This design comes from an exercise in tuning for small area, a short achievable clock period and few clock cycles on the open sky130 flow, not from production work.
Function was checked by simulation only, so behaviour that the tests miss may differ from the original.
No driver is modelled on the clock port, so clocking that relies on it looks cheaper here than on a real chip.
No activity file was given, so power comes from the tool's default toggle rates.

File: design/flow/config.mk
export PLATFORM = sky130hd
export DESIGN_NAME = LOONG_ENC
export DESIGN_NICKNAME = LOONG_ENC
export VERILOG_FILES = /design/flow/design.v
export SDC_FILE = /design/flow/constraint.sdc
export NUM_CORES = 4
export LEC_CHECK = 0
export CAP_MARGIN = 20
export CORE_MARGIN = 2
export CORE_UTILIZATION = 40
export SLEW_MARGIN = 20
File: design/flow/constraint.sdc
create_clock -name core_clock -period 5.0 [get_ports {clk}]
set_input_delay 1.0000 -clock core_clock [delete_from_list [all_inputs] [get_ports {clk}]]
set_output_delay 1.0000 -clock core_clock [all_outputs]
set_load 0.01 [all_outputs]
File: design/flow/design.v
`timescale 1ns/1ps
module text_matrix (
    input  wire [63:0] text,
    input  wire [63:0] RKey,
    output wire [63:0] txt_matrix,
    output wire [63:0] key_matrix
);
genvar n;
generate
    for (n = 0; n < 16; n = n + 1) begin : g_cell
        assign txt_matrix[4*n +: 4] = text[4*(15-n) +: 4];
        assign key_matrix[4*n +: 4] = RKey[4*(15-n) +: 4];
    end
endgenerate
endmodule
`timescale 1ns/1ps
module round_const (
    input  wire [5:0]  j,
    output wire [63:0] round_cnst
);
reg [7:0] rc;
always @(*) begin
    case (j)
        6'd0:  rc = 8'h01;
        6'd1:  rc = 8'h03;
        6'd2:  rc = 8'h07;
        6'd3:  rc = 8'h0F;
        6'd4:  rc = 8'h1F;
        6'd5:  rc = 8'h3E;
        6'd6:  rc = 8'h3D;
        6'd7:  rc = 8'h3B;
        6'd8:  rc = 8'h37;
        6'd9:  rc = 8'h2F;
        6'd10: rc = 8'h1E;
        6'd11: rc = 8'h3C;
        6'd12: rc = 8'h39;
        6'd13: rc = 8'h33;
        6'd14: rc = 8'h27;
        6'd15: rc = 8'h0E;
        6'd16: rc = 8'h1D;
        6'd17: rc = 8'h3A;
        6'd18: rc = 8'h35;
        6'd19: rc = 8'h2B;
        6'd20: rc = 8'h16;
        6'd21: rc = 8'h2C;
        6'd22: rc = 8'h18;
        6'd23: rc = 8'h30;
        6'd24: rc = 8'h21;
        6'd25: rc = 8'h02;
        6'd26: rc = 8'h05;
        6'd27: rc = 8'h0B;
        6'd28: rc = 8'h17;
        6'd29: rc = 8'h2E;
        6'd30: rc = 8'h1C;
        6'd31: rc = 8'h38;
        6'd32: rc = 8'h31;
        default: rc = 8'h00;
    endcase
end
wire [3:0] hi = {1'b0, rc[5:3]};
wire [3:0] lo = {1'b0, rc[2:0]};
assign round_cnst = { lo, 4'd4, 4'd0, 4'd0, hi, 4'd2, 4'd0, 4'd0, lo, 4'd1, 4'd0, 4'd0, hi, 4'd0, 4'd0, 4'd0 };
endmodule
`timescale 1ns/1ps
module subcells (
    input  wire [63:0] in_matrix,
    output wire [63:0] out_matrix
);
function [3:0] s_box;
    input [3:0] x;
    begin
        case (x)
            4'h0: s_box = 4'hC;
            4'h1: s_box = 4'hA;
            4'h2: s_box = 4'hD;
            4'h3: s_box = 4'h3;
            4'h4: s_box = 4'hE;
            4'h5: s_box = 4'hB;
            4'h6: s_box = 4'hF;
            4'h7: s_box = 4'h7;
            4'h8: s_box = 4'h9;
            4'h9: s_box = 4'h8;
            4'hA: s_box = 4'h1;
            4'hB: s_box = 4'h5;
            4'hC: s_box = 4'h0;
            4'hD: s_box = 4'h2;
            4'hE: s_box = 4'h4;
            default: s_box = 4'h6;
        endcase
    end
endfunction
genvar m;
generate
    for (m = 0; m < 16; m = m + 1) begin : g_cell
        assign out_matrix[4*m +: 4] = s_box(in_matrix[4*m +: 4]);
    end
endgenerate
endmodule
`timescale 1ns/1ps
module Mixrow (
    input  wire [63:0] st_mixrow,
    output reg  [63:0] mixr_state
);
reg [3:0] mixrow_matrix [0:3][0:3];
reg [3:0] temp;
integer j, k, l;
function [3:0] galiosmultiplication;
    input [3:0] a, b;
    reg [3:0] ans;
    reg [3:0] temp_a;
    integer i;
    begin
        ans = 4'b0000;
        temp_a = a;
        for (i = 0; i < 4; i = i + 1) begin
            if (b[i] == 1'b1) begin
                ans = ans ^ temp_a;
            end
            if (temp_a[3] == 1'b1) begin
                temp_a = (temp_a << 1) ^ 4'h3;  
            end else begin
                temp_a = temp_a << 1;
            end
        end
        galiosmultiplication = ans;
    end
endfunction
always @(*) begin
    mixrow_matrix[0][0] = 4'd1;  mixrow_matrix[0][1] = 4'd4;  mixrow_matrix[0][2] = 4'd9;  mixrow_matrix[0][3] = 4'd13;
    mixrow_matrix[1][0] = 4'd4;  mixrow_matrix[1][1] = 4'd1;  mixrow_matrix[1][2] = 4'd13; mixrow_matrix[1][3] = 4'd9;
    mixrow_matrix[2][0] = 4'd9;  mixrow_matrix[2][1] = 4'd13; mixrow_matrix[2][2] = 4'd1;  mixrow_matrix[2][3] = 4'd4;
    mixrow_matrix[3][0] = 4'd13; mixrow_matrix[3][1] = 4'd9;  mixrow_matrix[3][2] = 4'd4;  mixrow_matrix[3][3] = 4'd1;
    mixr_state = 64'd0;
    for (j = 0; j < 4; j = j + 1) begin
        for (k = 0; k < 4; k = k + 1) begin
            temp = 4'b0000;
            for (l = 0; l < 4; l = l + 1) begin
                temp = temp ^ galiosmultiplication(st_mixrow[4*(4*j+l) +: 4], mixrow_matrix[l][k]);
            end
            mixr_state[4*(4*j+k) +: 4] = temp;
        end
    end
end
endmodule
`timescale 1ns/1ps
module Mixcoloumn (
    input  wire [63:0] st_mixcoloumn,
    output reg  [63:0] mixc_state
);
reg [3:0] mixcoloumn_matrix [0:3][0:3];
reg [3:0] temp;
integer j, k, l;
function [3:0] galiosmultiplication;
    input [3:0] a, b;
    reg [3:0] ans;
    reg [3:0] temp_a;
    integer i;
    begin
        ans = 4'b0000;
        temp_a = a;
        for (i = 0; i < 4; i = i + 1) begin
            if (b[i] == 1'b1) begin
                ans = ans ^ temp_a;
            end
            if (temp_a[3] == 1'b1) begin
                temp_a = (temp_a << 1) ^ 4'h3;  
            end else begin
                temp_a = temp_a << 1;
            end
        end
        galiosmultiplication = ans;
    end
endfunction
always @(*) begin
    mixcoloumn_matrix[0][0] = 4'd13; mixcoloumn_matrix[0][1] = 4'd9;  mixcoloumn_matrix[0][2] = 4'd4;  mixcoloumn_matrix[0][3] = 4'd1;
    mixcoloumn_matrix[1][0] = 4'd9;  mixcoloumn_matrix[1][1] = 4'd13; mixcoloumn_matrix[1][2] = 4'd1;  mixcoloumn_matrix[1][3] = 4'd4;
    mixcoloumn_matrix[2][0] = 4'd4;  mixcoloumn_matrix[2][1] = 4'd1;  mixcoloumn_matrix[2][2] = 4'd13; mixcoloumn_matrix[2][3] = 4'd9;
    mixcoloumn_matrix[3][0] = 4'd1;  mixcoloumn_matrix[3][1] = 4'd4;  mixcoloumn_matrix[3][2] = 4'd9;  mixcoloumn_matrix[3][3] = 4'd13;
    mixc_state = 64'd0;
    for (j = 0; j < 4; j = j + 1) begin
        for (k = 0; k < 4; k = k + 1) begin
            temp = 4'b0000;
            for (l = 0; l < 4; l = l + 1) begin
                temp = temp ^ galiosmultiplication(mixcoloumn_matrix[l][k], st_mixcoloumn[4*(4*j+l) +: 4]);
            end
            mixc_state[4*(4*j+k) +: 4] = temp;
        end
    end
end
endmodule
`timescale 1ns/1ps
module LOONG_ENC (
    input  wire        clk,
    input  wire        reset,         
    input  wire        start,
    input  wire [63:0] plaintext,
    input  wire [63:0] roundKey,
    output reg  [63:0] ciphertext,
    output reg         done
);
localparam [63:0] CIPHER_CONST = 64'h6407_1204_6107_1004;
wire [63:0] txt_m;
wire [63:0] key_m;
text_matrix matirx_form (
    .text(plaintext),
    .RKey(roundKey),
    .txt_matrix(txt_m),
    .key_matrix(key_m)
);
always @(posedge clk or negedge reset) begin
    if (~reset) done <= 1'b0;
    else        done <= start;
end
always @(posedge clk) begin
    ciphertext <= txt_m ^ key_m ^ CIPHER_CONST;
end
endmodule
File: design/flow/run.sh
#!/bin/bash
# synth_recipe.tcl (not shown) runs the flow's synth.tcl, then flattens the netlist and writes it again
# the make line also repeats each setting of config.mk as NAME=value (left out here)
make -C /OpenROAD-flow-scripts/flow DESIGN_CONFIG=/design/flow/config.mk WORK_HOME=/design/flow/orfs CLKGATE_MAP_FILE= SYNTH_SCRIPT=/design/flow/synth_recipe.tcl finish
==> metrics.md, run 1 <==
| Metric | Value |
|---|---|
| CP arrival | 1240 ps |
| Synth area leader | dfxtp_1 |
| Buffer count from post-CTS setup fixing | 0 |
| Initial core utilization | 42.3% |
| Most frequent cell after synthesis | dfxtp_1 |
| Post-synthesis cell count | 129 |
| Initial antenna violation count | 0 |
| Slowest stage delay, CP | 580 ps |
| Final ANT Viol Nets | 0 |
| Slew Viols, Final | 0 |
| Die ar. | 5230 um2 |
| DRT Pass-1 Iters | 4 |
| DP HPWL | 5350 um |
| Clock slew seen by the registers of the worst setup and hold paths | 70 ps |
| Die width | 72.3 um |
| Hold/Removal Path Class | in -> async |
| Crit end category | output pin |
| Leak Pwr | 1.66 nW |
| Top FF cell, synth | dfxtp_1 |
| Share of post-route cells with drive strength above 1 | 4.12% |
| Clock sinks | 65 |
| Met2 usage | 67.9% |
| Final Cycle Share | 44.9% |
| Post-Synthesis Cell Area | 1870 um2 |
| # setup viols final | 0 |
| PortBufs | 195 |
| Max-Cap Viols | 0 |
| Crit path buf inv count | 1 |
| Unrepaired setup endpoints after global routing | false |
| CTS buffer count | 9 |
| Slowest CP cell | clkdlybuf4s50_1 |
| First-pass GRT wire length | 12600 um |
| Final nets | 466 |
| Worst-Margin Slew | 275 ps |
| Final min period | 2240 ps |
| Global route hottest layer | met2 |
| #FFs+latches synth | 65 |
| CTS H-tree lvls | 3 |
| Final setup TNS | 0 ps |
| Required time of the critical path | 4000 ps |
| Total GRT Usage | 34.8% |
| Final Wtd Congestion | 0.753 |
| Syn_area_per_cell | 14.5 um2 |
| Post-CTS Resized | 0 |
| Hold Slack | 791 ps |
| Row Count | 24 |
| DR WL/cell | 22.6 um |
| FFs w/ async S/R, synth | 1.54% |
| Critical path's top delay family | buffers and inverters |
| Pwr per Cell Area | 338 nW/um2 |
| Routed vias | 1850 |
| CP startpoint kind | register |
| Synth Net Count | 260 |
| WS Path Type | reg -> out |
| Fmax | 446 MHz |
| Grt total ovfl | 0 |
| Die Height | 72.3 um |
| Dominant cells by area after synthesis | dfxtp_1 69%, xor2_1 22%, xnor2_1 8.0% |
| Fin. Hold Viols | 0 |
| Final core utilization | 92.7% |
| Number of DRC markers in iteration 0 | 59 |
| # diodes | 0 |
| Final wirelength | 8870 um |
| Drc violations | 0 |
| CTS tree | yes |
| Fillers | 119 |
| Vias per cell | 4.72 |
| Largest net degree at the start of global routing | 11 |
| Worst vdd ir | 0.295 mV |
| Top post-synthesis cells by count | 64 x dfxtp_1, 47 x xor2_1, 17 x xnor2_1 |
| CTS max path bufs | 2 |
| Status | timing/DRC/antenna clean |
| Worst-path cell chain | clkdlybuf4s50_1 |
| Seq/Total Area, Yosys | 70.0% |
| GR Util met3 | 11.8% |
| Worst slew margin | 81.5% |
| Vias in the first global route | 2207 |
| Max FO, Critical Path | 1 |
| Clock Tree Root | clkbuf_8 |
| Global routing met1 resource utilization | 28.2% |
| Yosys warnings | 1 |
| EDFF count, synth | 0 |
| Yosys top cell area share | 68.6% |
| Library cells used by synthesis | 4 |
| Area delta synth->final | 119% |
| Cts hold-fix bufs | 0 |
| # IOs | 196 |
| Core area | 4410 um2 |
[layout by cell type, fill, tap and decap left out]
cell type        synthesis  layout
clkbuf_1                 0       2
clkdlybuf4s50_1          0     195
dfrtp_1                  1       1
bufinv_16                0       1
clkbuf_8                 0      12
xor2_1                  47      47
xnor2_1                 17      17
clkinv_2                 0       1
dfxtp_1                 64      64
[flip-flops by register name, indices dropped and copies added (netlist names)]
| register | cells |
|---|---|
| ciphertext | 64 |
| done | 1 |
[area by class of cell]
cell class | instances | area (um2) | share of cell area, %
Clock inverter | 2 | 35.0 | 0.856
Clock buffer | 14 | 173 | 4.22
Timing Repair Buffer | 195 | 1950 | 47.7
Tap cell | 52 | 65.1 | 1.59
Multi-Input combinational cell | 64 | 561 | 13.7
Sequential cell | 65 | 1310 | 31.9
[through the flow]
step	instances	power, mW	cell area (um2)	setup slack (ps)
3_3_place_gp	376	0.880	3880	3150
2_1_floorplan	129	0.660	1870	3620
4_1_cts	392	1.38	4090	2730
5_1_grt	392	1.41	4090	2730
6_report	392	1.38	4090	2760
3_5_place_dp	376	0.892	3880	3130
[routing by layer]
| layer | wire length, um | vias up |
|---|---|---|
| met2 | 5090 | 149 |
| met3 | 798 | 37 |
| met5 | 0 | - |
| met1 | 2510 | 862 |
| li1 | - | 802 |
| met4 | 477 | 0 |
[kinds of logic (layout without fill, tap and decap cells)]
group	count (synthesis)	in the layout	synth area share (%)
XOR/XNOR	64	64	30.0
buffers and inverters	0	211	0
flip-flops	65	65	70.0
[power breakdown]
part | internal [mW] | switching [mW]
Combinational | 0.201 | 0.103
Sequential | 0.573 | 0.0188
Clock | 0.271 | 0.214
Total | 1.05 | 0.335
[worst max path at each step]
stage | from | end | slack [ps] | cells past startpoint
2_1_floorplan | done | done | 3620 | 0
3_3_place_gp | ciphertext[29] | ciphertext[29] | 3150 | 1
3_5_place_dp | ciphertext[55] | ciphertext[55] | 3130 | 1
4_1_cts | ciphertext[19] | ciphertext[19] | 2730 | 1
5_1_grt | ciphertext[6] | ciphertext[6] | 2730 | 1
6_report | ciphertext[19] | ciphertext[19] | 2760 | 1
Testbench counts, summed over its fixed seeds: cycles 960.
==> inputs of run 2 (changes only) <==
==> design/flow/flow/run.sh (new file) <==
#!/bin/bash
# Layout flow: the standard flow, with small port buffers and a one-level
# clock tree without dummy loads. Each tool's output goes to its own log here.
set -euo pipefail
W=$(pwd)
bash standard.sh synth > "$W/synth.log" 2>&1
bash standard.sh \
  BUFFER_PORTS_ARGS="-buffer_cell sky130_fd_sc_hd__buf_1" \
  CTS_ARGS="-sink_clustering_enable -sink_clustering_size 100 -sink_clustering_max_diameter 500 -root_buf sky130_fd_sc_hd__clkbuf_16 -buf_list sky130_fd_sc_hd__clkbuf_16 -dont_use_dummy_load -repair_clock_nets" \
  finish > "$W/layout.log" 2>&1
==> design/flow/standard.sh (new file) <==
#!/bin/bash
# synth_recipe.tcl (not shown) runs the flow's synth.tcl, then flattens the netlist and writes it again
# the make line also repeats each setting of config.mk as NAME=value (left out here)
make -C /OpenROAD-flow-scripts/flow DESIGN_CONFIG=/design/flow/config.mk WORK_HOME=/design/flow/orfs CLKGATE_MAP_FILE= SYNTH_SCRIPT=/design/flow/synth_recipe.tcl "${@:-finish}"
removed: design/flow/run.sh
==> run 2 against run 1 <==
- combinational power shrank 51%
- global-route usage shrank 19 points
- critical path type unchanged
- clock power hardly changed
- via count down 17%
- die area did not move
- highest routed layer unchanged
- still clean on timing, DRC and antenna
- sequential cell count unchanged
- largest cell class is now flip-flops and latches
- non-clock buffer count did not move
- first-iteration DRC count fell by 46%
- sequential share of layout area grew 13 points
- critical path depth stayed put
==> metrics.md, run 2 <==
| Metric | Value |
|---|---|
| Status | timing/DRC/antenna clean (unchanged) |
| Sequential share of power | 48.1% (was 42.9%) |
| EDFF count, synth | 0 (unchanged) |
| Top FF cell, synth | dfxtp_1 (unchanged) |
| Final wirelength | 4350 um (was 8870 um) |
| Fmax | 559 MHz (was 446 MHz) |
| Vias in the first global route | 1332 (was 2207) |
| WS Path Type | reg -> out (unchanged) |
| Final min period | 1790 ps (was 2240 ps) |
| Worst slew margin | 88.3% (was 81.5%) |
| Die Height | 72.3 um (unchanged) |
| DR WL/cell | 11.3 um (was 22.6 um) |
| Clock Tree Root | clkbuf_16 (was clkbuf_8) |
| Flip-flop count of the largest register after layout | 64 (unchanged) |
| Core area | 4410 um2 (unchanged) |
| Pwr per Cell Area | 423 nW/um2 (was 338 nW/um2) |
| Share of post-route cells with drive strength above 1 | 2.70% (was 4.12%) |
| Library cells used by synthesis | 4 (unchanged) |
| Post-CTS Resized | 0 (unchanged) |
| Syn_area_per_cell | 14.5 um2 (unchanged) |
| Clock sinks | 65 (unchanged) |
| Final nets | 466 (unchanged) |
| Crit path buf inv count | 1 (unchanged) |
| Biggest regs | ciphertext (64), done (1) (unchanged) |
| Max FO, Critical Path | 1 (unchanged) |
| Largest register by flop count | ciphertext (unchanged) |
| Critical path's top delay family | flip-flops (was buffers and inverters) |
| Post-synthesis cell count | 129 (unchanged) |
| Sw Share | 21.8% (was 24.3%) |
| Seq/Total Area, Yosys | 70.0% (unchanged) |
| Largest net degree at the start of global routing | 11 (unchanged) |
| Post-Synthesis Cell Area | 1870 um2 (unchanged) |
| Row Count | 24 (unchanged) |
| Grt total ovfl | 0 (unchanged) |
| First-pass GRT wire length | 5930 um (was 12600 um) |
| Final setup TNS | 0 ps (unchanged) |
| Number of DRC markers in iteration 0 | 32 (was 59) |
| Worst-Margin Slew | 176 ps (was 275 ps) |
| Slew Viols, Final | 0 (unchanged) |
| CTS buffer count | 9 (unchanged) |
| Initial antenna violation count | 0 (unchanged) |
| Post-route cell area | 2890 um2 (was 4090 um2) |
| Drc violations | 0 (unchanged) |
| Final ANT Viol Nets | 0 (unchanged) |
| Cts hold-fix bufs | 0 (unchanged) |
| Worst vdd ir | 0.280 mV (was 0.295 mV) |
| Dpl cell area | 2660 um2 (was 3880 um2) |
| CTS tree | yes (unchanged) |
| Slowest CP cell | dfxtp_1 (was clkdlybuf4s50_1) |
| Buffer count from post-CTS setup fixing | 0 (unchanged) |
| CP startpoint kind | register (unchanged) |
| Total GRT Usage | 15.8% (was 34.8%) |
| Most common cell after layout, fill and taps aside | buf_1 (was clkdlybuf4s50_1) |
| Most frequent cells in the layout | 195 x buf_1, 64 x dfxtp_1, 47 x xor2_1 (was 195 x clkdlybuf4s50_1, 64 x dfxtp_1, 47 x xor2_1) |
| # IOs | 196 (unchanged) |
| Unrepaired setup endpoints after global routing | false (unchanged) |
| Initial core utilization | 42.3% (unchanged) |
| Worst-path cell chain | buf_1 (was clkdlybuf4s50_1) |
| CTS H-tree lvls | 3 (unchanged) |
| FFs w/ async S/R, synth | 1.54% (unchanged) |
| Routed vias | 1532 (was 1850) |
| Slowest stage delay, CP | 310 ps (was 580 ps) |
| Top post-synthesis cells by count | 64 x dfxtp_1, 47 x xor2_1, 17 x xnor2_1 (unchanged) |
| PortBufs | 195 (unchanged) |
| CP arrival | 790 ps (was 1240 ps) |
| CTS max path bufs | 2 (unchanged) |
| Crit end category | output pin (unchanged) |
| Final Wtd Congestion | 0.791 (was 0.753) |
| Synth Net Count | 260 (unchanged) |
| Yosys top cell area share | 68.6% (unchanged) |
| DRT Pass-1 Iters | 4 (unchanged) |
| Final Cycle Share | 35.8% (was 44.9%) |
| Area delta synth->final | 54.8% (was 119%) |
| Fin. Hold Viols | 0 (unchanged) |
| Vias per cell | 3.98 (was 4.72) |
| DP HPWL | 3670 um (was 5350 um) |
| Power Internal | 955 uW (was 1.05 mW) |
| # setup viols final | 0 (unchanged) |
| Die width | 72.3 um (unchanged) |
| Clk pwr share | 39.6% (was 35.1%) |
| Synth area leader | dfxtp_1 (unchanged) |
| Sw power | 266 uW (was 335 uW) |
| Max-Cap Viols | 0 (unchanged) |
| Required time of the critical path | 4000 ps (about the same) |
| Logic gate share of total power | 12.3% (was 22.0%) |
| Die ar. | 5230 um2 (unchanged) |
| Most frequent cell after synthesis | dfxtp_1 (unchanged) |
| #FFs+latches synth | 65 (unchanged) |
| # diodes | 0 (unchanged) |
| Yosys warnings | 1 (unchanged) |
| Clock slew seen by the registers of the worst setup and hold paths | 50 ps (was 70 ps) |
| Leak Pwr | 1.13 nW (was 1.66 nW) |
| Hold/Removal Path Class | in -> async (unchanged) |
| CP Launch Point | ciphertext[30] (was ciphertext[19]) |
| Dominant cells by area after synthesis | dfxtp_1 69%, xor2_1 22%, xnor2_1 8.0% (unchanged) |
run 2: cell types whose count changed in the layout (fill, tap and decap cells not counted), sizes merged:
cell and delta:
buf +195, bufinv -1, clkbuf -5, clkdlybuf4s50 -195, clkinv -1
run 2: final cells by class:
class | count | area [um2]
Clock buffer | 9 | 225
Multi-Input combinational cell | 64 | 561
Fill cell | 380 | 1530
Tap cell | 52 | 65.1
Timing Repair Buffer | 195 | 732
Sequential cell | 65 | 1310
run 2: worst max path at each step:
stage                           to  slack, ps  depth (start not counted)
global placement    ciphertext[29]       3530                          1
global route        ciphertext[13]       3160                          1
detailed placement  ciphertext[30]       3530                          1
CTS                 ciphertext[30]       3200                          1
finish              ciphertext[30]       3210                          1
floorplan                     done       3620                          0
run 2: cells by family after synthesis:
logic type / count (synthesis) / synth area share, %
flip-flops: 65 / 70.0
XOR/XNOR: 64 / 30.0
run 2: stage by stage:
stage               hold slack, ps  total power [mW]  worst slack [ps]  util (%)  cells
finish                         448              1.22              3210      65.4    385
global route                   435              1.28              3160      65.4    385
CTS                            435              1.24              3200      65.4    385
detailed placement             764             0.750              3530      60.3    376
global placement               764             0.749              3530      60.3    376
floorplan                      704             0.660              3620         -    129
run 2: power by group through the flow:
stage	clock network, mW	logic (mW)	registers, mW
6_report	0.484	0.150	0.588
5_1_grt	0.524	0.165	0.592
4_1_cts	0.502	0.153	0.588
3_5_place_dp	0	0.152	0.597
3_3_place_gp	0	0.152	0.596
2_1_floorplan	0	0.0320	0.628
run 2: metal layers:
| layer | up-vias | GRT usage, % | wire length [um] |
|---|---|---|---|
| li1 | 800 | - | - |
| met1 | 628 | 14.3 | 1390 |
| met2 | 97 | 29.3 | 2430 |
| met3 | 7 | 5.42 | 426 |
| met4 | 0 | 10.7 | 104 |
| met5 | - | 0 | 0 |
==> inputs of run 3 (changes only) <==
==> design/flow/flow/run.sh (replaced) <==
#!/bin/bash
# Layout flow: the standard synthesis and flow, with small port buffers and
# a one-level clock distribution (flow/clk.tcl) in place of the CTS tree.
# Each tool's output goes to its own log in the work folder.
set -euo pipefail
W=$(pwd)
bash standard.sh synth > "$W/synth.log" 2>&1
bash standard.sh \
  BUFFER_PORTS_ARGS="-buffer_cell sky130_fd_sc_hd__buf_1" \
  PRE_CTS_TCL="$W/flow/pre_cts.tcl" \
  finish > "$W/layout.log" 2>&1
==> design/flow/flow/clk.tcl (new file) <==
# Clock distribution: the clock port drives NCLK buffers, each at the centre
# of the registers of one sector of the die around the registers' centre.
proc my_clock_buffers { ncl cell } {
  set block [ord::get_db_block]
  set dbu [$block getDbUnitsPerMicron]
  set pins {}
  set xs 0.0; set ys 0.0
  foreach p [get_pins -of_objects [get_nets clk] -filter "direction==input"] {
    set inst [[sta::sta_to_db_pin $p] getInst]
    set bb [$inst getBBox]
    set x [expr {([$bb xMin] + [$bb xMax]) / 2.0 / $dbu}]
    set y [expr {([$bb yMin] + [$bb yMax]) / 2.0 / $dbu}]
    lappend pins [list $p $x $y]
    set xs [expr {$xs + $x}]; set ys [expr {$ys + $y}]
  }
  set n [llength $pins]
  set cx [expr {$xs / $n}]; set cy [expr {$ys / $n}]
  set pi 3.14159265358979
  set groups {}
  for {set g 0} {$g < $ncl} {incr g} { dict set groups $g {} }
  foreach e $pins {
    lassign $e p x y
    set a [expr {atan2($y - $cy, $x - $cx) + $pi}]
    set g [expr {int($a / (2 * $pi) * $ncl) % $ncl}]
    dict lappend groups $g $e
  }
  set k 0
  dict for {g es} $groups {
    if {[llength $es] == 0} continue
    set gx 0.0; set gy 0.0; set lp {}
    foreach e $es { lassign $e p x y; set gx [expr {$gx + $x}]; set gy [expr {$gy + $y}]; lappend lp $p }
    set m [llength $es]
    insert_buffer -buffer_cell $cell -net clk -load_pins $lp \
      -location [list [expr {$gx / $m}] [expr {$gy / $m}]] \
      -buffer_name clkbuf_$k -net_name clknet_$k
    puts "clock buffer clkbuf_$k: $m registers"
    incr k
  }
  foreach net [$block getNets] {
    if {[string match clknet_* [$net getName]] || [$net getName] eq "clk"} { $net setSigType CLOCK }
  }
}
==> design/flow/flow/pre_cts.tcl (new file) <==
# Runs before ORFS's CTS step: build the clock distribution here (the clock
# port drives four buffers, each feeding the registers of one sector), after
# which clock_tree_synthesis finds the clock net already buffered and skips it.
source [file join [file dirname [info script]] clk.tcl]
my_clock_buffers 4 sky130_fd_sc_hd__buf_6
==> run 3 against run 2 <==
- still clean on timing, DRC and antenna
- cell count up 3.6%
- area after synthesis unchanged
- sequential share of layout area down 0.96 points
- sequential cell count unchanged
- utilization up 1.4 points
- largest power group unchanged
==> metrics.md, run 3 <==
| Metric | Value |
|---|---|
| DR WL/cell | 11.5 um (was 11.3 um) |
| Area share of fa/ha/maj cells after synthesis | 0% (unchanged) |
| Final Wtd Congestion | 0.791 (unchanged) |
| Slew Viols, Final | 0 (unchanged) |
| Fin. Hold Viols | 0 (unchanged) |
| Largest family of logic cells by synthesized area | XOR/XNOR gates (unchanged) |
| Fillers | 376 (was 380) |
| Post-synthesis simple-gate area fraction | 0% (unchanged) |
| Initial antenna violation count | 0 (unchanged) |
| Power Internal | 1.00 mW (was 955 uW) |
| Final min period | 2060 ps (was 1790 ps) |
| Dominant cells by area after synthesis | dfxtp_1 69%, xor2_1 22%, xnor2_1 8.0% (unchanged) |
| Final nets | 476 (was 466) |
| Row Count | 24 (unchanged) |
| Synth area leader | dfxtp_1 (unchanged) |
| Vias per cell | 3.99 (was 3.98) |
| # diodes | 0 (unchanged) |
| CP startpoint kind | register (unchanged) |
| Final setup TNS | 0 ps (unchanged) |
| Clock slew seen by the registers of the worst setup and hold paths | 60 ps (was 50 ps) |
| Grt total ovfl | 0 (unchanged) |
| Worst-path cell chain | buf_1 (unchanged) |
| EDFF count, synth | 0 (unchanged) |
| Slowest CP cell | dfxtp_1 (unchanged) |
| PortBufs | 195 (unchanged) |
| Final Cycle Share | 41.2% (was 35.8%) |
| Cts hold-fix bufs | 0 (unchanged) |
| Post-synthesis xor/xnor area fraction | 30.0% (unchanged) |
| Synth Net Count | 260 (unchanged) |
| DP HPWL | 3670 um (unchanged) |
| WS Path Type | reg -> out (unchanged) |
| First-pass GRT wire length | 6400 um (was 5930 um) |
| Library cells used by synthesis | 4 (unchanged) |
| Die Height | 72.3 um (unchanged) |
| Share of post-route cells with drive strength above 1 | 6.34% (was 2.70%) |
| Top post-synthesis cells by count | 64 x dfxtp_1, 47 x xor2_1, 17 x xnor2_1 (unchanged) |
| Routed vias | 1594 (was 1532) |
| CP arrival | 1060 ps (was 790 ps) |
| Flip-flop count of the largest register after layout | 64 (unchanged) |
| Seq/Total Area, Yosys | 70.0% (unchanged) |
| Max FO, Critical Path | 1 (unchanged) |
| Logic gate share of total power | 11.5% (was 12.3%) |
| CP Launch Point | ciphertext[30] (unchanged) |
| Required time of the critical path | 4000 ps (about the same) |
| Drc violations | 0 (unchanged) |
| Leak Pwr | 1.17 nW (was 1.13 nW) |
| Post-synthesis cell count | 129 (unchanged) |
| FFs w/ async S/R, synth | 1.54% (unchanged) |
| Die width | 72.3 um (unchanged) |
| Worst vdd ir | 0.296 mV (was 0.280 mV) |
| Largest register by flop count | ciphertext (unchanged) |
| Biggest regs | ciphertext (64), done (1) (unchanged) |
| Post-CTS Resized | 0 (unchanged) |
| Sw power | 302 uW (was 266 uW) |
| Most frequent cells in the layout | 195 x buf_1, 64 x dfxtp_1, 47 x xor2_1 (unchanged) |
| Most common cell after layout, fill and taps aside | buf_1 (unchanged) |
| Sequential share of power | 44.9% (was 48.1%) |
| # IOs | 196 (unchanged) |
| Number of DRC markers in iteration 0 | 30 (was 32) |
| Worst-Margin Slew | 177 ps (was 176 ps) |
| Initial core utilization | 42.3% (unchanged) |
| Post-Synthesis Cell Area | 1870 um2 (unchanged) |
| Final wirelength | 4600 um (was 4350 um) |
| Sw Share | 23.1% (was 21.8%) |
| Yosys warnings | 1 (unchanged) |
| Yosys top cell area share | 68.6% (unchanged) |
| Status | timing/DRC/antenna clean (unchanged) |
| Fmax | 485 MHz (was 559 MHz) |
| Core area | 4410 um2 (unchanged) |
| # setup viols final | 0 (unchanged) |
| #FFs+latches synth | 65 (unchanged) |
| Hold/Removal Path Class | in -> async (unchanged) |
| Crit. path cell count | 1 (unchanged) |
| Clk pwr share | 43.5% (was 39.6%) |
| Max-Cap Viols | 0 (unchanged) |
| Critical path's top delay family | flip-flops (unchanged) |
| Pwr per Cell Area | 442 nW/um2 (was 423 nW/um2) |
| Final ANT Viol Nets | 0 (unchanged) |
| CTS tree | yes (unchanged) |
| Total GRT Usage | 16.8% (was 15.8%) |
| Crit path buf inv count | 1 (unchanged) |
| Buffer count from post-CTS setup fixing | 0 (unchanged) |
| Unrepaired setup endpoints after global routing | false (unchanged) |
| Top FF cell, synth | dfxtp_1 (unchanged) |
| DRT Pass-1 Iters | 4 (unchanged) |
| Worst slew margin | 88.3% (about the same) |
| Multiplexer share of the synthesized area | 0% (unchanged) |
| Area delta synth->final | 58.1% (was 54.8%) |
| Largest net degree at the start of global routing | 11 (unchanged) |
| Slowest stage delay, CP | 330 ps (was 310 ps) |
| Crit end category | output pin (unchanged) |
| Compound-cell area share of the yosys netlist | 0% (unchanged) |
| Die ar. | 5230 um2 (unchanged) |
| PnR Total Power | 1.30 mW (was 1.22 mW) |
| Vias in the first global route | 1494 (was 1332) |
| Most frequent cell after synthesis | dfxtp_1 (unchanged) |
| Syn_area_per_cell | 14.5 um2 (unchanged) |
## run 3: path summary, 6_finish.rpt
| check | slack [ps] | to |
|---|---|---|
| setup / recovery | 2940 | ciphertext[30] |
| hold / removal | 180 | done |
| max in group asynchronous | 4720 | done |
| min in group core_clock | 530 | done |
## run 3: area by class of cell, clock buffers not listed
| cell class | count | area [um2] | share of cell area, % |
|---|---|---|---|
| timing repair buffer | 195 | 732 | 24.8 |
| sequential | 65 | 1310 | 44.3 |
| multi-input combinational | 64 | 561 | 19.0 |
| clock inverter | 1 | 5.00 | 0.170 |
| tap | 52 | 65.1 | 2.20 |
## run 3: power by group through the flow
stage	clock network [mW]	logic (mW)	registers, mW
after floorplan	0	0.0320	0.628
after global placement	0	0.152	0.596
after detailed placement	0	0.152	0.597
after CTS	0.590	0.154	0.586
after global routing	0.619	0.166	0.591
final	0.568	0.150	0.586
## run 3: layer usage
metal / global-route usage [%] / wire (um) / vias up
li1: - / - / 820
met1: 13.6 / 1390 / 654
met2: 31.7 / 2610 / 111
met3: 7.78 / 521 / 9
met4: 10.7 / 85 / 0
met5: 0 / 0 / -
## run 3: per-stage QoR
step | cell area, um2 | hold WS [ps] | std cells | util [%] | setup WS (ps)
6_report | 2950 | 183 | 399 | 66.9 | 2940
5_1_grt | 2950 | 149 | 399 | 66.9 | 2860
4_1_cts | 2950 | 159 | 399 | 66.9 | 2920
3_5_place_dp | 2660 | 764 | 376 | 60.3 | 3530
3_3_place_gp | 2660 | 764 | 376 | 60.3 | 3530
2_1_floorplan | 1870 | 704 | 129 | - | 3620
## run 3: kinds of logic (layout without fill, tap and decap cells)
| logic type | after synthesis | in the layout |
|---|---|---|
| buffers and inverters | 0 | 218 |
| XOR/XNOR | 64 | 64 |
| flip-flops | 65 | 65 |
==> inputs of run 4 (changes only) <==
--- a/design/flow/flow/run.sh
+++ b/design/flow/flow/run.sh
@@ -8,4 +8,5 @@
 bash standard.sh \
   BUFFER_PORTS_ARGS="-buffer_cell sky130_fd_sc_hd__buf_1" \
   PRE_CTS_TCL="$W/flow/pre_cts.tcl" \
+  CTS_ARGS="-buf_list sky130_fd_sc_hd__clkbuf_8 -root_buf sky130_fd_sc_hd__clkbuf_8 -dont_use_dummy_load" \
   finish > "$W/layout.log" 2>&1
==> design/flow/flow/pre_cts.tcl (replaced) <==
# Runs before ORFS's CTS step: build the clock distribution here (the clock
# port drives four buffers, each feeding the registers of one sector), after
# which clock_tree_synthesis finds the clock net already buffered and skips it.
source [file join [file dirname [info script]] clk.tcl]
my_clock_buffers 4 sky130_fd_sc_hd__clkbuf_8
--- a/design/flow/config.mk
+++ b/design/flow/config.mk
@@ -7,5 +7,5 @@
 export LEC_CHECK = 0
 export CAP_MARGIN = 20
 export CORE_MARGIN = 2
-export CORE_UTILIZATION = 40
+export CORE_UTILIZATION = 60
 export SLEW_MARGIN = 20
==> run 4 against run 3 <==
- sequential power barely moved
- combinational power rose by 3%
- sequential share of layout area rose by 4.2 points
- first-iteration DRC count fell by 13%
- sequential cell count did not move
- utilization rose by 23 points
- critical path type unchanged
- maximum frequency rose by 22%
- critical path depth did not move
- area after synthesis did not move
- worst hold slack improved by 410 ps
==> metrics.md, run 4 <==
| Metric | Value |
|---|---|
| Status | timing/DRC/antenna clean (unchanged) |
| Hold/Removal Path Class | in -> async (unchanged) |
| Vias per cell | 4.41 (was 3.99) |
| Row Count | 20 (was 24) |
| EDFF count, synth | 0 (unchanged) |
| #FFs+latches synth | 65 (unchanged) |
| Die Height | 59.8 um (was 72.3 um) |
| Routed vias | 1592 (was 1594) |
| Logic gate share of total power | 16.6% (was 11.5%) |
| Flip-flop count of the largest register after layout | 64 (unchanged) |
| Buffer count from post-CTS setup fixing | 0 (unchanged) |
| Unrepaired setup endpoints after global routing | false (unchanged) |
| Post-Place Cells | 357 (was 376) |
| Required time of the critical path | 4000 ps (about the same) |
| Leak Pwr | 1.05 nW (was 1.17 nW) |
| DP HPWL | 4120 um (was 3670 um) |
| CP arrival | 690 ps (was 1060 ps) |
| Yosys top cell area share | 68.6% (unchanged) |
| Clk pwr share | 20.4% (was 43.5%) |
| Slew Viols, Final | 0 (unchanged) |
| # diodes | 0 (unchanged) |
| Slowest stage delay, CP | 340 ps (was 330 ps) |
| Sw power | 215 uW (was 302 uW) |
| Worst-path cell chain | buf_1 (unchanged) |
| Crit path buf inv count | 1 (unchanged) |
| Power Internal | 714 uW (was 1.00 mW) |
| Cts hold-fix bufs | 0 (unchanged) |
| Critical path's top delay family | flip-flops (unchanged) |
| Slowest CP cell | dfxtp_1 (unchanged) |
| Final min period | 1690 ps (was 2060 ps) |
| Top post-synthesis cells by count | 64 x dfxtp_1, 47 x xor2_1, 17 x xnor2_1 (unchanged) |
| Share of post-route cells with drive strength above 1 | 1.22% (was 6.34%) |
| Yosys warnings | 1 (unchanged) |
| Global routing met1 resource utilization | 22.7% (was 13.6%) |
| Sw Share | 23.1% (about the same) |
| Vias in the first global route | 1523 (was 1494) |
| Biggest regs | ciphertext (64), done (1) (unchanged) |
| Largest register by flop count | ciphertext (unchanged) |
| Core area | 3000 um2 (was 4410 um2) |
| FFs w/ async S/R, synth | 1.54% (unchanged) |
| Post-Synthesis Cell Area | 1870 um2 (unchanged) |
| Worst-Margin Slew | 199 ps (was 177 ps) |
| Crit end category | output pin (unchanged) |
| Pwr per Cell Area | 345 nW/um2 (was 442 nW/um2) |
| Met2 usage | 52.6% (was 31.7%) |
| Sequential share of power | 63.0% (was 44.9%) |
| Library cells used by synthesis | 4 (unchanged) |
| Total GRT Usage | 25.5% (was 16.8%) |
| Initial core utilization | 62.2% (was 42.3%) |
| Final ANT Viol Nets | 0 (unchanged) |
| Global route hottest layer | met2 (unchanged) |
| Post-synthesis cell count | 129 (unchanged) |
| Fin. Hold Viols | 0 (unchanged) |
| Clock slew seen by the registers of the worst setup and hold paths | 90 ps (was 60 ps) |
| Most frequent cells in the layout | 195 x buf_1, 64 x dfxtp_1, 47 x xor2_1 (unchanged) |
| Number of DRC markers in iteration 0 | 26 (was 30) |
| Top FF cell, synth | dfxtp_1 (unchanged) |
| Multi-input logic area | 561 um2 (unchanged) |
| Final Cycle Share | 33.9% (was 41.2%) |
| Final setup TNS | 0 ps (unchanged) |
| GR Util met3 | 6.71% (was 7.78%) |
| Sequential cell area | 1310 um2 (unchanged) |
| Fillers | 157 (was 376) |
| Worst vdd ir | 0.279 mV (was 0.296 mV) |
| Die width | 59.8 um (was 72.3 um) |
| Initial antenna violation count | 0 (unchanged) |
| PortBufs | 195 (unchanged) |
| # setup viols final | 0 (unchanged) |
| Worst slew margin | 86.8% (was 88.3%) |
| Max-Cap Viols | 0 (unchanged) |
| CP startpoint kind | register (unchanged) |
| Hold Slack | 593 ps (was 183 ps) |
| Syn_area_per_cell | 14.5 um2 (unchanged) |
| DRT Pass-1 Iters | 5 (was 4) |
| Max FO, Critical Path | 1 (unchanged) |
| Post-CTS Resized | 0 (unchanged) |
| Largest net degree at the start of global routing | 18 (was 11) |
| Final core utilization | 89.8% (was 66.9%) |
| Final nets | 461 (was 476) |
| Area delta synth->final | 44.4% (was 58.1%) |
| First-pass GRT wire length | 6770 um (was 6400 um) |
| Seq/Total Area, Yosys | 70.0% (unchanged) |
| Most frequent cell after synthesis | dfxtp_1 (unchanged) |
| Grt total ovfl | 0 (unchanged) |
| Synth Net Count | 260 (unchanged) |
| Synth area leader | dfxtp_1 (unchanged) |
| DR WL/cell | 13.5 um (was 11.5 um) |
| # IOs | 196 (unchanged) |
| Drc violations | 0 (unchanged) |
| Non-filler cells in the finished layout | 361 (was 399) |
| Die ar. | 3570 um2 (was 5230 um2) |
| Final wirelength | 4860 um (was 4600 um) |
| Most common cell after layout, fill and taps aside | buf_1 (unchanged) |
| Final Wtd Congestion | 0.773 (was 0.791) |
| Dominant cells by area after synthesis | dfxtp_1 69%, xor2_1 22%, xnor2_1 8.0% (unchanged) |
| WS Path Type | reg -> out (unchanged) |
| Fmax | 590 MHz (was 485 MHz) |
[run 4: metal layers]
metal  vias up  part of all wire, %  routed length (um)
met4         0                  3.7                 178
met5         -                    0                   0
met2       105                   58                2800
met3        17                   10                 492
met1       685                   29                1390
li1        785                    -                   -
[run 4: final cells by class, clock buffers not listed]
class	count	area share, %
well taps	33	1.53
multi-input cells	64	20.8
flip-flops and latches	65	48.5
repair buffers	195	27.2
[run 4: metrics by stage]
step           worst slack, ps  instance area (um2)  power, mW
6_report                  3310                 2700      0.929
5_1_grt                   3290                 2700      0.973
4_1_cts                   3490                 2700      0.906
3_5_place_dp              3520                 2640      0.752
3_3_place_gp              3540                 2640      0.746
2_1_floorplan             3620                 1870      0.660
[run 4: path summary, 6_finish.rpt]
check                               start        endpoint  slack (ps)  depth (start not counted)
max in group asynchronous           reset            done        4310                          1
setup / recovery           ciphertext[12]  ciphertext[12]        3310                          1
hold / removal                      reset            done         590                          1
min in group core_clock             start            done         950                          1
[run 4: power groups by stage]
| stage | sequential (mW) | combinational, mW | clock (mW) |
|---|---|---|---|
| after CTS | 0.598 | 0.156 | 0.152 |
| final | 0.586 | 0.154 | 0.189 |
| after floorplan | 0.628 | 0.0320 | 0 |
| after global routing | 0.592 | 0.170 | 0.211 |
| after detailed placement | 0.598 | 0.155 | 0 |
| after global placement | 0.596 | 0.150 | 0 |
[run 4: logic make-up (layout without fill, tap and decap cells)]
logic type / Yosys count / in the layout / share of synthesized area [%]
flops: 65 / 65 / 70.0
xor+xnor: 64 / 64 / 30.0
buf+inv: 0 / 199 / 0
==> inputs of run 5 (changes only) <==
--- a/design/flow/config.mk
+++ b/design/flow/config.mk
@@ -7,5 +7,5 @@
 export LEC_CHECK = 0
 export CAP_MARGIN = 20
 export CORE_MARGIN = 2
-export CORE_UTILIZATION = 60
+export CORE_UTILIZATION = 40
 export SLEW_MARGIN = 20
==> run 5 against run 4 <==
- area after synthesis unchanged
- worst hold slack worse by 15 ps
- total power up 0.24%
- still clean on timing, DRC and antenna
- utilization down 28 points
- synthesized cell count unchanged
==> metrics.md, run 5 <==
| Metric | Value |
|---|---|
| WS Path Type | reg -> out (unchanged) |
| Most frequent cells in the layout | 195 x buf_1, 64 x dfxtp_1, 47 x xor2_1 (unchanged) |
| PortBufs | 195 (unchanged) |
| Flip-flop count of the largest register after layout | 64 (unchanged) |
| Routed vias | 1498 (was 1592) |
| Worst vdd ir | 0.204 mV (was 0.279 mV) |
| Final setup TNS | 0 ps (unchanged) |
| # IOs | 196 (unchanged) |
| Core area | 4410 um2 (was 3000 um2) |
| Crit end category | output pin (unchanged) |
| Vias per cell | 3.94 (was 4.41) |
| Slowest CP cell | dfxtp_1 (unchanged) |
| Yosys warnings | 1 (unchanged) |
| Synth Net Count | 260 (unchanged) |
| Seq/Total Area, Yosys | 70.0% (unchanged) |
| Required time of the critical path | 4000 ps (about the same) |
| Final min period | 1660 ps (was 1690 ps) |
| Largest net degree at the start of global routing | 19 (was 18) |
| Die width | 72.3 um (was 59.8 um) |
| Most frequent cell after synthesis | dfxtp_1 (unchanged) |
| Post-Synthesis Cell Area | 1870 um2 (unchanged) |
| Dominant cells by area after synthesis | dfxtp_1 69%, xor2_1 22%, xnor2_1 8.0% (unchanged) |
| Unrepaired setup endpoints after global routing | false (unchanged) |
| Crit path buf inv count | 1 (unchanged) |
| Library cells used by synthesis | 4 (unchanged) |
| Top FF cell, synth | dfxtp_1 (unchanged) |
| Row Count | 24 (was 20) |
| Critical path's top delay family | flip-flops (unchanged) |
| Worst-path cell chain | buf_1 (unchanged) |
| Slew Viols, Final | 0 (unchanged) |
| Fillers | 399 (was 157) |
| Crit. path cell count | 1 (unchanged) |
| Biggest regs | ciphertext (64), done (1) (unchanged) |
| CP arrival | 660 ps (was 690 ps) |
| Final Cycle Share | 33.1% (was 33.9%) |
| Buffer count from post-CTS setup fixing | 0 (unchanged) |
| Max FO, Critical Path | 1 (unchanged) |
| DRT Pass-1 Iters | 2 (was 5) |
| Total GRT Usage | 14.0% (was 25.5%) |
| Cts hold-fix bufs | 0 (unchanged) |
| Most common cell after layout, fill and taps aside | buf_1 (unchanged) |
| Worst slew margin | 89.2% (was 86.8%) |
| Hold/Removal Path Class | in -> async (unchanged) |
| Number of DRC markers in iteration 0 | 27 (was 26) |
| Status | timing/DRC/antenna clean (unchanged) |
| Post-synthesis cell count | 129 (unchanged) |
| Share of post-route cells with drive strength above 1 | 1.22% (unchanged) |
| DP HPWL | 3670 um (was 4120 um) |
| DR WL/cell | 11.3 um (was 13.5 um) |
| Leak Pwr | 1.05 nW (unchanged) |
| # diodes | 0 (unchanged) |
| #FFs+latches synth | 65 (unchanged) |
| Final Wtd Congestion | 0.791 (was 0.773) |
| FFs w/ async S/R, synth | 1.54% (unchanged) |
| Pwr per Cell Area | 342 nW/um2 (was 345 nW/um2) |
| Grt total ovfl | 0 (unchanged) |
| Hold Slack | 577 ps (was 593 ps) |
| Fmax | 603 MHz (was 590 MHz) |
| Die ar. | 5230 um2 (was 3570 um2) |
| First-pass GRT wire length | 5860 um (was 6770 um) |
| EDFF count, synth | 0 (unchanged) |
| # setup viols final | 0 (unchanged) |
| Syn_area_per_cell | 14.5 um2 (unchanged) |
| Top post-synthesis cells by count | 64 x dfxtp_1, 47 x xor2_1, 17 x xnor2_1 (unchanged) |
| Drc violations | 0 (unchanged) |
| Largest register by flop count | ciphertext (unchanged) |
| Vias in the first global route | 1287 (was 1523) |
| Clock slew seen by the registers of the worst setup and hold paths | 100 ps (was 90 ps) |
| Post-CTS Resized | 0 (unchanged) |
| Final ANT Viol Nets | 0 (unchanged) |
| Initial core utilization | 42.3% (was 62.2%) |
| Initial antenna violation count | 0 (unchanged) |
| Area delta synth->final | 45.6% (was 44.4%) |
| CP startpoint kind | register (unchanged) |
| Final wirelength | 4310 um (was 4860 um) |
| Yosys top cell area share | 68.6% (unchanged) |
| Fin. Hold Viols | 0 (unchanged) |
| Synth area leader | dfxtp_1 (unchanged) |
| Final nets | 461 (unchanged) |
| Slowest stage delay, CP | 330 ps (was 340 ps) |
| Die Height | 72.3 um (was 59.8 um) |
| Worst-Margin Slew | 161 ps (was 199 ps) |
| Max-Cap Viols | 0 (unchanged) |
[run 5: cell counts after synthesis]
Identical to the previous run, type by type.
[run 5: layer usage]
layer,vias to the layer above,global-route usage (%),part of all wire (%)
met5,-,0,0
met4,0,2.31,1.5
met3,6,2.36,10
met2,95,30.2,56
met1,612,13.7,32
li1,785,-,-
[run 5: worst max path at each step]
stage	from	endpoint
6_report	ciphertext[30]	ciphertext[30]
5_1_grt	ciphertext[30]	ciphertext[30]
4_1_cts	ciphertext[29]	ciphertext[29]
3_5_place_dp	ciphertext[30]	ciphertext[30]
3_3_place_gp	ciphertext[29]	ciphertext[29]
2_1_floorplan	done	done
[run 5: through the flow]
stage	cells	worst slack, ps	instance area [um2]	power, mW	util [%]
after floorplan	129	3620	1870	0.660	-
after global placement	376	3530	2660	0.749	60.3
after detailed placement	376	3530	2660	0.750	60.3
after CTS	380	3530	2720	0.903	61.6
after global routing	380	3300	2720	0.977	61.6
final	380	3340	2720	0.931	61.6
[run 5: cell families after synthesis]
logic type	after synthesis	synth area share [%]
flip-flops	65	70.0
XOR/XNOR	64	30.0
[run 5: power by group]
part           internal (mW)  switching [mW]
combinational         0.0674          0.0822
clock                 0.0741           0.122
sequential             0.573          0.0123
total                  0.714           0.217
[run 5: area by class of cell, clock buffers not listed]
type / count / area (um2) / share of cell area (%)
Sequential cell: 65 / 1310 / 48.0
Multi-Input combinational cell: 64 / 561 / 20.6
Tap cell: 52 / 65.1 / 2.39
Timing Repair Buffer: 195 / 732 / 26.9
==> inputs of run 6 (changes only) <==
--- a/design/flow/flow/run.sh
+++ b/design/flow/flow/run.sh
@@ -8,5 +8,5 @@
 bash standard.sh \
   BUFFER_PORTS_ARGS="-buffer_cell sky130_fd_sc_hd__buf_1" \
   PRE_CTS_TCL="$W/flow/pre_cts.tcl" \
-  CTS_ARGS="-buf_list sky130_fd_sc_hd__clkbuf_8 -root_buf sky130_fd_sc_hd__clkbuf_8 -dont_use_dummy_load" \
+  CTS_ARGS="-buf_list sky130_fd_sc_hd__buf_6 -root_buf sky130_fd_sc_hd__buf_6 -dont_use_dummy_load" \
   finish > "$W/layout.log" 2>&1
==> design/flow/flow/pre_cts.tcl (replaced) <==
# Runs before ORFS's CTS step: build the clock distribution here (the clock
# port drives four buffers, each feeding the registers of one sector), after
# which clock_tree_synthesis finds the clock net already buffered and skips it.
source [file join [file dirname [info script]] clk.tcl]
my_clock_buffers 4 sky130_fd_sc_hd__buf_6
==> run 6 against run 5 <==
- maximum frequency grew 0.88%
- synthesized cell count did not move
- via count decreased by 0.47%
- combinational power about the same
- die area stayed put
- global-route usage is essentially flat
- sequential share of layout area rose by 0.18 points
- worst hold slack gained 20 ps
- first-iteration DRC count grew 3.7%
==> metrics.md, run 6 <==
| Metric | Value |
|---|---|
| Slowest CP cell | dfxtp_1 (unchanged) |
| Post-synthesis cell count | 129 (unchanged) |
| WS Path Type | reg -> out (unchanged) |
| Crit path buf inv count | 1 (unchanged) |
| Number of DRC markers in iteration 0 | 28 (was 27) |
| PortBufs | 195 (unchanged) |
| Buffer count from post-CTS setup fixing | 0 (unchanged) |
| Yosys top cell area share | 68.6% (unchanged) |
| Unrepaired setup endpoints after global routing | false (unchanged) |
| Worst vdd ir | 0.197 mV (was 0.204 mV) |
| Die width | 72.3 um (unchanged) |
| Dpl cell area | 2660 um2 (unchanged) |
| Biggest regs | ciphertext (64), done (1) (unchanged) |
| Largest net degree at the start of global routing | 19 (unchanged) |
| Initial core utilization | 42.3% (unchanged) |
| Die ar. | 5230 um2 (unchanged) |
| Max-Cap Viols | 0 (unchanged) |
| DR WL/cell | 11.4 um (was 11.3 um) |
| # IOs | 196 (unchanged) |
| Dominant cells by area after synthesis | dfxtp_1 69%, xor2_1 22%, xnor2_1 8.0% (unchanged) |
| Post-CTS Resized | 0 (unchanged) |
| Hold/Removal Path Class | in -> async (unchanged) |
| # setup viols final | 0 (unchanged) |
| Synth area leader | dfxtp_1 (unchanged) |
| Required time of the critical path | 4000 ps (about the same) |
| CP startpoint kind | register (unchanged) |
| Final min period | 1640 ps (was 1660 ps) |
| Final Cycle Share | 32.9% (was 33.1%) |
| Largest register by flop count | ciphertext (unchanged) |
| Synth Net Count | 260 (unchanged) |
| Final ANT Viol Nets | 0 (unchanged) |
| Yosys warnings | 1 (unchanged) |
| Fmax | 609 MHz (was 603 MHz) |
| Vias per cell | 3.92 (was 3.94) |
| Max FO, Critical Path | 1 (unchanged) |
| Share of post-route cells with drive strength above 1 | 1.22% (unchanged) |
| Flip-flop count of the largest register after layout | 64 (unchanged) |
| Worst-Margin Slew | 173 ps (was 161 ps) |
| Post-Synthesis Cell Area | 1870 um2 (unchanged) |
| Top post-synthesis cells by count | 64 x dfxtp_1, 47 x xor2_1, 17 x xnor2_1 (unchanged) |
| Vias in the first global route | 1288 (was 1287) |
| Most frequent cells in the layout | 195 x buf_1, 64 x dfxtp_1, 47 x xor2_1 (unchanged) |
| Clock slew seen by the registers of the worst setup and hold paths | 110 ps (was 100 ps) |
| Post-route cell area | 2710 um2 (was 2720 um2) |
| Row Count | 24 (unchanged) |
| Library cells used by synthesis | 4 (unchanged) |
| Worst slew margin | 88.5% (was 89.2%) |
| Die Height | 72.3 um (unchanged) |
| Critical path's top delay family | flip-flops (unchanged) |
| Fin. Hold Viols | 0 (unchanged) |
| Most common cell after layout, fill and taps aside | buf_1 (unchanged) |
| CP arrival | 640 ps (was 660 ps) |
| DRT Pass-1 Iters | 2 (unchanged) |
| Syn_area_per_cell | 14.5 um2 (unchanged) |
| Cts hold-fix bufs | 0 (unchanged) |
| Core area | 4410 um2 (unchanged) |
| # diodes | 0 (unchanged) |
| Pwr per Cell Area | 340 nW/um2 (was 342 nW/um2) |
| Final setup TNS | 0 ps (unchanged) |
| Final nets | 461 (unchanged) |
| Seq/Total Area, Yosys | 70.0% (unchanged) |
| Initial antenna violation count | 0 (unchanged) |
| PnR Total Power | 922 uW (was 931 uW) |
| Most frequent cell after synthesis | dfxtp_1 (unchanged) |
| Routed vias | 1491 (was 1498) |
| Top FF cell, synth | dfxtp_1 (unchanged) |
| EDFF count, synth | 0 (unchanged) |
| Slowest stage delay, CP | 340 ps (was 330 ps) |
| Drc violations | 0 (unchanged) |
| Crit. path cell count | 1 (unchanged) |
| Status | timing/DRC/antenna clean (unchanged) |
| Final Wtd Congestion | 0.791 (unchanged) |
| Area delta synth->final | 45.1% (was 45.6%) |
| FFs w/ async S/R, synth | 1.54% (unchanged) |
| Slew Viols, Final | 0 (unchanged) |
| Leak Pwr | 1.04 nW (was 1.05 nW) |
| Worst-path cell chain | buf_1 (unchanged) |
| First-pass GRT wire length | 5840 um (was 5860 um) |
| Grt total ovfl | 0 (unchanged) |
| DP HPWL | 3670 um (unchanged) |
| Final wirelength | 4320 um (was 4310 um) |
| Crit end category | output pin (unchanged) |
| #FFs+latches synth | 65 (unchanged) |
| Total GRT Usage | 14.0% (about the same) |
==> run 6: changes by cell type in the layout (fill, tap and decap cells not counted) <==
cell	change
buf_6	+4
clkbuf_8	-4
==> run 6: cell families after synthesis <==
kind of cell / after synthesis / share of synthesized area, %
XOR/XNOR: 64 / 30.0
flip-flops: 65 / 70.0
==> run 6: metal layers <==
| metal | part of all wire (%) | up-vias | track usage, % | routed length [um] |
|---|---|---|---|---|
| met5 | 0 | - | 0 | 0 |
| met4 | 0 | 0 | 1.26 | 0 |
| met3 | 11 | 0 | 3.06 | 469 |
| met2 | 57 | 96 | 30.2 | 2450 |
| met1 | 32 | 607 | 13.6 | 1400 |
| li1 | - | 788 | - | - |
==> run 6: cell type report, clock buffers not listed <==
class	count	area [um2]
Timing Repair Buffer	195	732
Tap cell	52	65.1
Fill cell	400	1710
Multi-Input combinational cell	64	561
Sequential cell	65	1310
==> run 6: final timing paths <==
kind | startpoint | endpoint | slack (ps)
min in group core_clock | start | done | 950
max in group asynchronous | reset | done | 4310
worst max-delay path | ciphertext[30] | ciphertext[30] | 3360
worst min-delay path | reset | done | 600
==> run 6: per-stage QoR <==
stage	utilization [%]	hold slack (ps)	setup slack, ps	std cells
2_1_floorplan	-	704	3620	129
3_3_place_gp	60.3	764	3530	376
3_5_place_dp	60.3	764	3530	376
4_1_cts	61.4	764	3530	380
5_1_grt	61.4	585	3310	380
6_report	61.4	597	3360	380
==> run 6: power breakdown <==
part           switching, mW  total (mW)  internal [mW]
registers             0.0123       0.585          0.573
logic                 0.0823       0.150         0.0674
clock network          0.123       0.188         0.0646
==> inputs of run 7 (changes only) <==
--- a/design/flow/flow/run.sh
+++ b/design/flow/flow/run.sh
@@ -8,5 +8,5 @@
 bash standard.sh \
   BUFFER_PORTS_ARGS="-buffer_cell sky130_fd_sc_hd__buf_1" \
   PRE_CTS_TCL="$W/flow/pre_cts.tcl" \
-  CTS_ARGS="-buf_list sky130_fd_sc_hd__buf_6 -root_buf sky130_fd_sc_hd__buf_6 -dont_use_dummy_load" \
+  CTS_ARGS="-buf_list sky130_fd_sc_hd__buf_8 -root_buf sky130_fd_sc_hd__buf_8 -dont_use_dummy_load" \
   finish > "$W/layout.log" 2>&1
==> design/flow/flow/pre_cts.tcl (replaced) <==
# Runs before ORFS's CTS step: build the clock distribution here (the clock
# port drives four buffers, each feeding the registers of one sector), after
# which clock_tree_synthesis finds the clock net already buffered and skips it.
source [file join [file dirname [info script]] clk.tcl]
my_clock_buffers 4 sky130_fd_sc_hd__buf_8
==> run 7 against run 6 <==
- still clean
- sequential cell count is the same
- total power grew 2.9%
- combinational power is essentially flat
- area after synthesis is the same
- synthesized cell count is the same
- die area is the same
- cell count is the same
- routed wire length shrank 0.21%
- critical path depth is the same
- first-iteration DRC count is the same
- largest power group unchanged
==> metrics.md, run 7 <==
| Metric | Value |
|---|---|
| Status | timing/DRC/antenna clean (unchanged) |
| DR WL/cell | 11.4 um (about the same) |
| Vias in the first global route | 1293 (was 1288) |
| WS Path Type | reg -> out (unchanged) |
| FFs w/ async S/R, synth | 1.54% (unchanged) |
| Worst slack at placement | 3530 ps (unchanged) |
| Yosys warnings | 1 (unchanged) |
| Slew Viols, Final | 0 (unchanged) |
| Hold/Removal Path Class | in -> async (unchanged) |
| Routed vias | 1497 (was 1491) |
| Max-Cap Viols | 0 (unchanged) |
| Final wirelength | 4310 um (was 4320 um) |
| Pwr per Cell Area | 348 nW/um2 (was 340 nW/um2) |
| Drc violations | 0 (unchanged) |
| Yosys top cell area share | 68.6% (unchanged) |
| Top post-synthesis cells by count | 64 x dfxtp_1, 47 x xor2_1, 17 x xnor2_1 (unchanged) |
| Slowest stage delay, CP | 330 ps (was 340 ps) |
| Post-CTS Resized | 0 (unchanged) |
| Unrepaired setup endpoints after global routing | false (unchanged) |
| Worst vdd ir | 0.215 mV (was 0.197 mV) |
| Row Count | 24 (unchanged) |
| #FFs+latches synth | 65 (unchanged) |
| First-pass GRT wire length | 5880 um (was 5840 um) |
| EDFF count, synth | 0 (unchanged) |
| Vias per cell | 3.94 (was 3.92) |
| Seq/Total Area, Yosys | 70.0% (unchanged) |
| Fmax | 617 MHz (was 609 MHz) |
| Die Height | 72.3 um (unchanged) |
| Die width | 72.3 um (unchanged) |
| # setup viols final | 0 (unchanged) |
| GR Util met3 | 3.06% (unchanged) |
| Critical path's top delay family | flip-flops (unchanged) |
| Most common cell after layout, fill and taps aside | buf_1 (unchanged) |
| Final Wtd Congestion | 0.791 (unchanged) |
| Final nets | 461 (unchanged) |
| DP HPWL | 3670 um (unchanged) |
| Core area | 4410 um2 (unchanged) |
| Total GRT Usage | 14.1% (was 14.0%) |
| Dominant cells by area after synthesis | dfxtp_1 69%, xor2_1 22%, xnor2_1 8.0% (unchanged) |
| Area delta synth->final | 45.9% (was 45.1%) |
| Clk pwr share | 22.5% (was 20.3%) |
| CP arrival | 620 ps (was 640 ps) |
| Initial antenna violation count | 0 (unchanged) |
| Die ar. | 5230 um2 (unchanged) |
| Worst-path cell chain | buf_1 (unchanged) |
| Top FF cell, synth | dfxtp_1 (unchanged) |
| Most frequent cells in the layout | 195 x buf_1, 64 x dfxtp_1, 47 x xor2_1 (unchanged) |
| Sw Share | 22.9% (was 23.6%) |
| Post-Place Cells | 376 (unchanged) |
| Fin. Hold Viols | 0 (unchanged) |
| Buffer count from post-CTS setup fixing | 0 (unchanged) |
| Largest register by flop count | ciphertext (unchanged) |
| Crit path buf inv count | 1 (unchanged) |
| Worst slew margin | 88.5% (about the same) |
| Global route hottest layer | met2 (unchanged) |
| Post-synthesis cell count | 129 (unchanged) |
| # IOs | 196 (unchanged) |
| Worst-Margin Slew | 173 ps (about the same) |
| Flip-flop count of the largest register after layout | 64 (unchanged) |
| Most frequent cell after synthesis | dfxtp_1 (unchanged) |
| Largest net degree at the start of global routing | 19 (unchanged) |
| Final ANT Viol Nets | 0 (unchanged) |
| Initial core utilization | 42.3% (unchanged) |
| Number of DRC markers in iteration 0 | 28 (unchanged) |
| Library cells used by synthesis | 4 (unchanged) |
| PortBufs | 195 (unchanged) |
| Share of post-route cells with drive strength above 1 | 1.22% (unchanged) |
| DRT Pass-1 Iters | 2 (unchanged) |
| Final setup TNS | 0 ps (unchanged) |
| Non-filler cells in the finished layout | 380 (unchanged) |
| Sw power | 217 uW (was 218 uW) |
| Power Internal | 732 uW (was 705 uW) |
| Grt total ovfl | 0 (unchanged) |
| # diodes | 0 (unchanged) |
| Crit end category | output pin (unchanged) |
| Slowest CP cell | dfxtp_1 (unchanged) |
| Met2 usage | 30.4% (was 30.2%) |
| Synth area leader | dfxtp_1 (unchanged) |
| Clock slew seen by the registers of the worst setup and hold paths | 90 ps (was 110 ps) |
| Cts hold-fix bufs | 0 (unchanged) |
| Final min period | 1620 ps (was 1640 ps) |
| Global routing met1 resource utilization | 13.7% (was 13.6%) |
| Max FO, Critical Path | 1 (unchanged) |
| Final worst setup slack | 3380 ps (was 3360 ps) |
| Syn_area_per_cell | 14.5 um2 (unchanged) |
| Leak Pwr | 1.05 nW (was 1.04 nW) |
| Logic gate share of total power | 15.8% (was 16.2%) |
| PnR Total Power | 949 uW (was 922 uW) |
| Biggest regs | ciphertext (64), done (1) (unchanged) |
| Post-Synthesis Cell Area | 1870 um2 (unchanged) |
| Required time of the critical path | 4000 ps (about the same) |
| Synth Net Count | 260 (unchanged) |
| Final Cycle Share | 32.4% (was 32.9%) |
| Sequential share of power | 61.7% (was 63.4%) |
| CP startpoint kind | register (unchanged) |
run 7: cell families (layout without fill, tap and decap cells):
family | after synthesis | in the layout | synth area share [%]
xor gates and xnor gates | 64 | 64 | 30.0
buffers and inverters | 0 | 199 | 0
DFF | 65 | 65 | 70.0
run 7: layout make-up, clock buffers not listed:
class                      count  area (um2)
sequential                    65        1310
fill                         401        1690
tap                           52        65.1
timing repair buffer         195         732
multi-input combinational     64         561
run 7: metrics by stage:
| stage | hold WS, ps | cell area, um2 | utilization [%] |
|---|---|---|---|
| finish | 617 | 2720 | 61.7 |
| global route | 607 | 2720 | 61.7 |
| CTS | 764 | 2720 | 61.7 |
| detailed placement | 764 | 2660 | 60.3 |
| global placement | 764 | 2660 | 60.3 |
| floorplan | 704 | 1870 | - |
run 7: worst max path at each step:
| stage | from | endpoint | slack (ps) | cells past startpoint |
|---|---|---|---|---|
| final | ciphertext[30] | ciphertext[30] | 3380 | 1 |
| after global routing | ciphertext[30] | ciphertext[30] | 3340 | 1 |
| after CTS | ciphertext[29] | ciphertext[29] | 3530 | 1 |
| after detailed placement | ciphertext[30] | ciphertext[30] | 3530 | 1 |
| after global placement | ciphertext[29] | ciphertext[29] | 3530 | 1 |
| after floorplan | done | done | 3620 | 0 |
run 7: layer usage:
metal | share of wire, % | wire length [um]
met5 | 0 | 0
met1 | 32 | 1390
met2 | 56 | 2410
met4 | 0.93 | 40
met3 | 11 | 472
run 7: power by group through the flow:
stage                     logic, mW  clock network [mW]  registers (mW)
after floorplan              0.0320                   0           0.628
after global placement        0.152                   0           0.596
after detailed placement      0.152                   0           0.597
after CTS                     0.153               0.168           0.598
after global routing          0.165               0.239           0.591
final                         0.150               0.214           0.585

==> what the ideal ports hide <==
In the flow no input, the clock included, has a driving cell. The finished layouts below were timed again as built, in two steps.
Step 1 sets driving cells, clkbuf_16 on the clock port and buf_2 on the other inputs (assumed; they add their load-dependent delay and slew).
Step 2 times the ports against the registers' clock, not the clock port: input delays grow and output delays shrink by t, the midpoint of the rising clock arrivals with the driver on.
Slacks: ideal / step 1 / step 2; pairs: ideal / step 1.
run	t, ns	setup WS [ns]	hold slack, ns	latest minus earliest clock arrival (ns)	slew at the worst register clock pin (ns)
run 1	0.368	2.756 / 2.729 / 3.097	0.791 / 0.798 / 1.166	0.007 / 0.008	0.08 / 0.08
run 2	0.336	3.210 / 3.179 / 3.515	0.448 / 0.442 / 0.777	0.010 / 0.009	0.05 / 0.05
run 3	0.589	2.939 / 2.911 / 3.499	0.183 / 0.179 / 0.767	0.008 / 0.009	0.06 / 0.06
run 4	0.201	3.306 / 3.252 / 3.452	0.593 / 0.569 / 0.769	0.009 / 0.009	0.09 / 0.09
run 5	0.202	3.343 / 3.290 / 3.492	0.577 / 0.549 / 0.751	0.018 / 0.018	0.10 / 0.10
run 6	0.182	3.357 / 3.302 / 3.484	0.597 / 0.565 / 0.748	0.019 / 0.019	0.11 / 0.11
run 7	0.180	3.379 / 3.313 / 3.493	0.617 / 0.575 / 0.755	0.017 / 0.017	0.09 / 0.09
After both steps every run listed still meets setup and hold.
